This is an optimization exercise on Yosys and OpenROAD, whose aim is small area, a short achievable clock period and few clock cycles per item, not a production implementation. The RTL was checked by simulation tests, not by an equivalence proof against the original design. No activity file was given, so power comes from the tool's default toggle rates.

[flow/design.v]
`timescale 1ns / 1ps
module incore(
        input clk,
        input rst,
        input [31:0] INSTR,
        input instr_valid,
        output instr_ready,
        output reg [31:0] ALUResult,
        output reg result_valid
    );
    reg [31:0] instr  ;
    wire [4:0] rd;
    wire [4:0] rs1;
    wire [4:0] rs2;
    wire [2:0] funct3;
    wire [6:0] funct7;
    wire [6:0] opcode;
    wire [31:0] imm;
    wire UseImm;
    wire WriteBackEn;
    Decoder MyDecoder(
                 .instr(instr),
                 .rd(rd),
                 .WriteBackEn(WriteBackEn),
                 .rs1(rs1),
                 .rs2(rs2),
                 .funct3(funct3),
                 .funct7(funct7),
                 .opcode(opcode),
                 .imm(imm),
                 .UseImm(UseImm)
                 );
       reg [1:0] state;
       parameter s0=2'b00, s1=2'b01, s2=2'b10, s3=2'b11 ;
    reg [31:0] Data_in ;
    wire [31:0] Regdata1;
    wire [31:0] Regdata2;
     RegisterFile MyRegFile(
                 .clk(clk),
                 .rst(rst),
                 .Data_in(Data_in),
                 .Wr_idx(rd),
                 .En(WriteBackEn && state == s3),
                 .R1_idx(rs1),
                 .R2_idx(rs2),
                 .Reg_1(Regdata1),
                 .Reg_2(Regdata2)
                 );
   wire [31:0] aluout;
    reg [31:0] aluIn1;
    reg [31:0] aluIn2;
    ALU MyALU(
             .In1(aluIn1),
             .In2(aluIn2),
             .opcode(opcode),
             .funct3(funct3),
             .funct7(funct7),
             .Result(aluout)
              );
    assign instr_ready = (state == s0);
    always @(posedge clk)
    begin
        if (rst) begin
            state <= s0;
            result_valid <= 1'b0;
        end else begin
        result_valid <= 1'b0;
        case(state)
        s0    :      begin
                     if (instr_valid) begin
                     instr <= INSTR;
                     state <= s1;
                     end
                     end
       s1     :      begin
                     aluIn1 <= Regdata1;
                aluIn2 <= UseImm ? imm : Regdata2;
                     state <= s2;
                     end
       s2     :      begin
                     ALUResult <= aluout;
                     Data_in <= aluout;
                     result_valid <= 1'b1;
                     state <= s3;
                     end
       s3     :      begin
                     state <= s0;
                     end
         endcase
         end
         end
endmodule
module ALU(
    input [31:0] In1,
    input [31:0] In2,
    input [6:0] opcode,
    input [2:0] funct3,
    input [6:0] funct7,
    output reg [31:0] Result
    );
    localparam [16:0] op_add  = 17'b00000000000110011;
    localparam [16:0] op_sub  = 17'b01000000000110011;
    localparam [16:0] op_sll  = 17'b00000000010110011;
    localparam [16:0] op_slt  = 17'b00000000100110011;
    localparam [16:0] op_sltu = 17'b00000000110110011;
    localparam [16:0] op_xor  = 17'b00000001000110011;
    localparam [16:0] op_srl  = 17'b00000001010110011;
    localparam [16:0] op_sra  = 17'b01000001010110011;
    localparam [16:0] op_or   = 17'b00000001100110011;
    localparam [16:0] op_and  = 17'b00000001110110011;
        always@(*)
  begin
   if (opcode == 7'b0110111) begin
           Result = In2;
   end else if (opcode == 7'b0010011) begin
   case(funct3)
   3'b000 : Result = In1 + In2;
   3'b001 : Result = (funct7 == 7'b0000000) ? In1 << In2[4:0] : 32'd0;
   3'b010 : Result = ($signed(In1) < $signed(In2)) ? 1 : 0;
   3'b011 : Result = (In1 < In2) ? 1 : 0;
   3'b100 : Result = In1 ^ In2;
   3'b101 : if (funct7 == 7'b0000000)
                Result = In1 >> In2[4:0];
            else if (funct7 == 7'b0100000)
                Result = $signed(In1) >>> In2[4:0];
            else
                Result = 32'd0;
   3'b110 : Result = In1 | In2;
   default : Result = In1 & In2;
   endcase
   end else
   case({funct7,funct3,opcode})
   op_add : begin
           Result = In1 + In2;
          end
   op_sub : begin
           Result = In1 - In2;
          end
   op_sll : begin
           Result = In1 << In2[4:0];
          end
   op_slt : begin
           Result = ($signed(In1) < $signed(In2)) ? 1 : 0;
          end
   op_sltu : begin
           Result = (In1 < In2) ? 1 : 0;
          end
   op_xor : begin
           Result = In1 ^ In2;
          end
    op_srl : begin
           Result = In1 >> In2[4:0];
          end
    op_sra : begin
           Result = $signed(In1) >>> In2[4:0];
          end
    op_or : begin
           Result = In1 | In2;
          end
    op_and : begin
           Result = In1 & In2;
           end
    default : begin
           Result = 32'd0;
           end
   endcase
  end
endmodule
module Decoder(
    input [31:0] instr,
    output wire [4:0]  rd,
    output wire [4:0]  rs1,
    output wire [4:0]  rs2,
    output wire [2:0] funct3,
    output wire [6:0] funct7,
    output wire [6:0] opcode,
    output wire [31:0] imm,
    output wire UseImm,
    output wire WriteBackEn
    );
    assign opcode = instr[6:0];
    assign rd     = instr[11:7];
    assign funct3 = instr[14:12];
    assign rs1    = instr[19:15];
    assign rs2    = instr[24:20];
    assign funct7 = instr[31:25];
    assign imm    = (opcode == 7'b0110111) ? {instr[31:12], 12'd0}
                                           : {{20{instr[31]}}, instr[31:20]};
    assign UseImm = (opcode == 7'b0010011) || (opcode == 7'b0110111);
    wire r_ok  = (opcode == 7'b0110011) &&
                 ((funct7 == 7'b0000000) ||
                  (funct7 == 7'b0100000 && (funct3 == 3'b000 || funct3 == 3'b101)));
    wire i_ok  = (opcode == 7'b0010011) &&
                 ((funct3 != 3'b001 && funct3 != 3'b101) ||
                  (funct7 == 7'b0000000) ||
                  (funct7 == 7'b0100000 && funct3 == 3'b101));
    wire u_ok  = (opcode == 7'b0110111);
    assign WriteBackEn = r_ok || i_ok || u_ok;
endmodule
module RegisterFile(
    input clk,
    input rst,
    input [31:0] Data_in,
    input [4:0] Wr_idx,
    input En,
    input [4:0] R1_idx,
    input [4:0] R2_idx,
    output [31:0] Reg_1,
    output [31:0] Reg_2
    );
    reg [31:0] GPR [31:1];
    integer i;
    assign Reg_1 = (R1_idx == 5'd0) ? 32'd0 : GPR[R1_idx];
    assign Reg_2 = (R2_idx == 5'd0) ? 32'd0 : GPR[R2_idx];
    always @(posedge clk)
    begin
     if (rst) begin
      for (i = 1; i < 32; i = i + 1)
       GPR[i] <= (i < 4) ? i : 32'd0;
     end else if (En && Wr_idx != 5'd0) begin
      GPR[Wr_idx] <= Data_in;
     end
    end
endmodule
[flow/run.sh]
#!/bin/bash
# synth_recipe.tcl (not shown) runs the flow's synth.tcl, then flattens the netlist and writes it again
# the make line also repeats each setting of config.mk as NAME=value (left out here)
make -C /OpenROAD-flow-scripts/flow DESIGN_CONFIG=/design/flow/config.mk WORK_HOME=/design/flow/orfs CLKGATE_MAP_FILE= SYNTH_SCRIPT=/design/flow/synth_recipe.tcl finish
[flow/config.mk]
export PLATFORM = sky130hd
export DESIGN_NAME = incore
export DESIGN_NICKNAME = incore
export VERILOG_FILES = /design/flow/design.v
export SDC_FILE = /design/flow/constraint.sdc
export NUM_CORES = 4
export LEC_CHECK = 0
export CAP_MARGIN = 20
export CORE_MARGIN = 2
export CORE_UTILIZATION = 40
export SLEW_MARGIN = 20
[flow/constraint.sdc]
create_clock -name core_clock -period 10.0 [get_ports {clk}]
set_input_delay 2.0000 -clock core_clock [delete_from_list [all_inputs] [get_ports {clk}]]
set_output_delay 2.0000 -clock core_clock [all_outputs]
set_load 0.01 [all_outputs]
==> impl_metrics.yaml <==
timing:
  slew_violations: 0
  slew_headroom_pct: 11.4
  period_minus_slack_ns: 5.89
  skew_ns: 0.0812
  worst_slew_pin_slew_ns: 1.32
  rsz0062_at_grt: "no"
  finalWorstSetupSlack_ns: 4.11
  setup_viol: 0
  timing.final.crit_share_pct: 58.9
  max_freq_ghz: 0.170
  finalHoldViolCount: 0
  setup_tns_ns: 0
  holdWs_ns: 0.554
global_routing:
  grt-ovfl-total: 0
  grt_pass1_wl_um: 367000
  antenna_found_initial: 18
  grt_max_degree: 92
  grt_use_total_pct: 28.9
  grt_pass1_vias: 46343
logic_synthesis:
  yosysWarnings: 3
  synth_adder_area_share_pct: 1.86
  ys_seq_elements: 1160
  syn_area_um2: 70300
  synth-simple-area-share_pct: 13.3
  synth.distinct_cells: 99
  synth_edf_count: 1152
  ys_seq_area_share_pct: 49.5
  synth_async_sr_flop_share_pct: 0
  synth_top_family_by_area: "multiplexers"
  muxShareOfSynthArea_pct: 24.3
  synth-compound-area-share_pct: 7.40
  synth_ff_type: "edfxtp_1"
  avgSynthCellArea_um2: 13.5
  synth_cells: 5188
  synth-xor-area-share_pct: 0.187
die:
  io_pins: 69
  die_h_um: 423
  start_util_pct: 40.3
  num_rows: 153
  die-area_um2: 179000
  core_um2: 174000
  die_x_um: 423
route:
  drtIter0Drc: 7263
  drtAntennaViolNets: 0
  wl_um: 262000
  wl_per_cell_um: 35.2
  dr.pass1.iters: 7
  viasPerCell: 6.46
  num_vias: 48148
  drcViolationCount: 0
finish:
  layout_commonest_cell: "edfxtp_1"
  final_cells: 7458
  most-common-layout-cells: "1152 x edfxtp_1, 1000 x and2_1, 697 x mux4_2, 231 x nor2_1, 195 x a21oi_1"
  fin_area_um2: 77200
  layout-drive-gt1-share_pct: 21.8
  syn_to_final_growth_pct: 9.89
  fill_cells: 15655
  nets: 5159
  utilization_pct: 44.3
place:
  place.gp.congestion: 1.02
  place_ws_ns: 4.00
  dp_cells: 7222
  numPortBuffers: 68
  place_area_um2: 73200
  dp_hpwl_um: 180000
clocking:
  postCtsSetupRepairBufs: 0
  clock-root-buffer: "clkbuf_16"
  cts_made_buffers: 121
  cts.repair.resized: 0
  clkLatencyLatePin_ns: 0.80
  htree_num_levels: 3
  holdBufCountCts: 0
  clockBufferDepth: 3
  cts.sinks: 1160
  clk_pin_slew_ns: 0.06
  tritoncts: "done"
pwr:
  leakage_nw: 27.1
  max-vdd-ir-drop_mv: 0.159
  total_power_mw: 15.5
  cellPowerDensity_nw_per_um2: 201
job:
  cap_violations: 0
outcome:
  outcome: "timing/DRC/antenna clean"
worst_setup_path:
  criticalPathCategory: "flop to flop"
  cp-start-kind: "flop"
  crit_fanout: 39
  cp.required_ns: 10.35
  endpoint_kind: "flop"
  crit_arrival_ns: 6.24
min_path:
  hp-class: "flop to flop"
-- routing by layer --
metal	GRT usage, %	part of all wire (%)	vias up
met5	0	0.021	-
met3	5.46	10	552
met1	38.3	37	24921
met2	46.7	47	2961
met4	12.0	5.0	8
li1	-	-	19706
-- Yosys cell counts, types with 25 or more instances --
| cell type | count | area, um2 |
|---|---|---|
| clkbuf_1 | 387 | 1450 |
| edfxtp_1 | 1152 | 34600 |
| mux4_2 | 697 | 15700 |
| o21ai_0 | 175 | 876 |
| inv_1 | 99 | 372 |
| buf_1 | 69 | 259 |
| nor3_1 | 33 | 165 |
| o21ai_1 | 25 | 125 |
| buf_2 | 53 | 265 |
| mux2i_1 | 116 | 1160 |
| nand2_1 | 178 | 668 |
| nand3_1 | 40 | 200 |
| ha_1 | 101 | 1260 |
| nor2_1 | 266 | 998 |
| or2_2 | 33 | 206 |
| o221ai_1 | 25 | 219 |
| and2_1 | 1000 | 6260 |
| o22ai_1 | 38 | 238 |
| a21oi_1 | 195 | 976 |
| a21o_1 | 35 | 263 |
| a22oi_1 | 36 | 270 |
| a211oi_1 | 33 | 248 |
-- report_power, final --
group          internal (mW)  leakage, nW  switching [mW]  total, mW
Clock                   2.55         1.90            2.02       4.57
Sequential              5.66         11.8           0.343       6.00
Combinational           1.84         13.4            3.12       4.95
-- path summary, 6_finish.rpt --
check	startpoint	end	slack (ns)	cells after the start
max	instr[14]	MyRegFile.GPR[31][30]	4.11	13
min	state[1]	state[1]	0.55	2
max reg2reg	instr[14]	MyRegFile.GPR[31][30]	4.11	13
min reg2reg	state[1]	state[1]	0.55	2
-- critical path, stage by stage, from the launching register on --
cell and delay, ns:
edfxtp_1 0.32, buf_4 0.23, buf_4 0.52, and3b_1 0.26
buf_4 0.37, nand4_1 0.15, buf_4 0.23, nand2_1 0.11
a31oi_1 0.05, o21ai_1 0.37, and4bb_2 0.46, nand3_2 0.40
nor2_4 0.94, or2_2 1.00
-- layout make-up --
| class | instances | area (um2) | area share (%) |
|---|---|---|---|
| flip-flops and latches | 1160 | 34800 | 45.0 |
| multi-input cells | 3436 | 33400 | 43.3 |
| clock buffers | 153 | 3170 | 4.11 |
| well taps | 2325 | 2910 | 3.77 |
| repair buffers | 199 | 1760 | 2.28 |
| clock inverters | 71 | 737 | 0.955 |
| inverters | 103 | 387 | 0.501 |
| diodes | 11 | 27.5 | 0.0357 |
-- cell families after synthesis --
| group | Yosys count |
|---|---|
| DFF | 1160 |
| muxes | 831 |
| adders and majority gates | 103 |
| and+or+nand+nor | 1665 |
| other | 1 |
| buffers and inverters | 623 |
| xor gates and xnor gates | 15 |
| AOI/OAI and AO/OA | 790 |
-- sequential cells by signal, indices dropped and copies added (netlist names), named ones only --
signal         flops
state              2
aluIn1            32
instr             32
MyRegFile.GPR   1024
Data_in           32
result_valid       1
aluIn2            32
Testbench counts, summed over its fixed seeds: cycles 48,000, items 12,000.

## re-timing with driven ports
How much do the figures lean on ideal ports? The routed layout below was timed once more, with nothing changed but the port constraints.
Step 1 (the two cells are an assumption about what drives the block):
set clk [get_ports {clk}]
set_driving_cell -lib_cell sky130_fd_sc_hd__clkbuf_16 $clk
set_driving_cell -lib_cell sky130_fd_sc_hd__buf_2 [delete_from_list [all_inputs] $clk]
Step 2 also shifts input and output timing later by t, the mid clock arrival at the registers, as if the neighbouring blocks saw the same clock.
a / b / c = ideal ports / drivers / drivers and shift; a / b = the first two.
t (ns): 0.849
setup slack, ns: 4.111 / 4.111 / 3.917
worst setup path at the end: input to register
worst data-port slew with drivers (ns): 0.06
After both steps setup and hold are still met in this run. For this run, drivers alone change the setup slack by 0.000 ns; drivers and shift together by -0.194 ns.
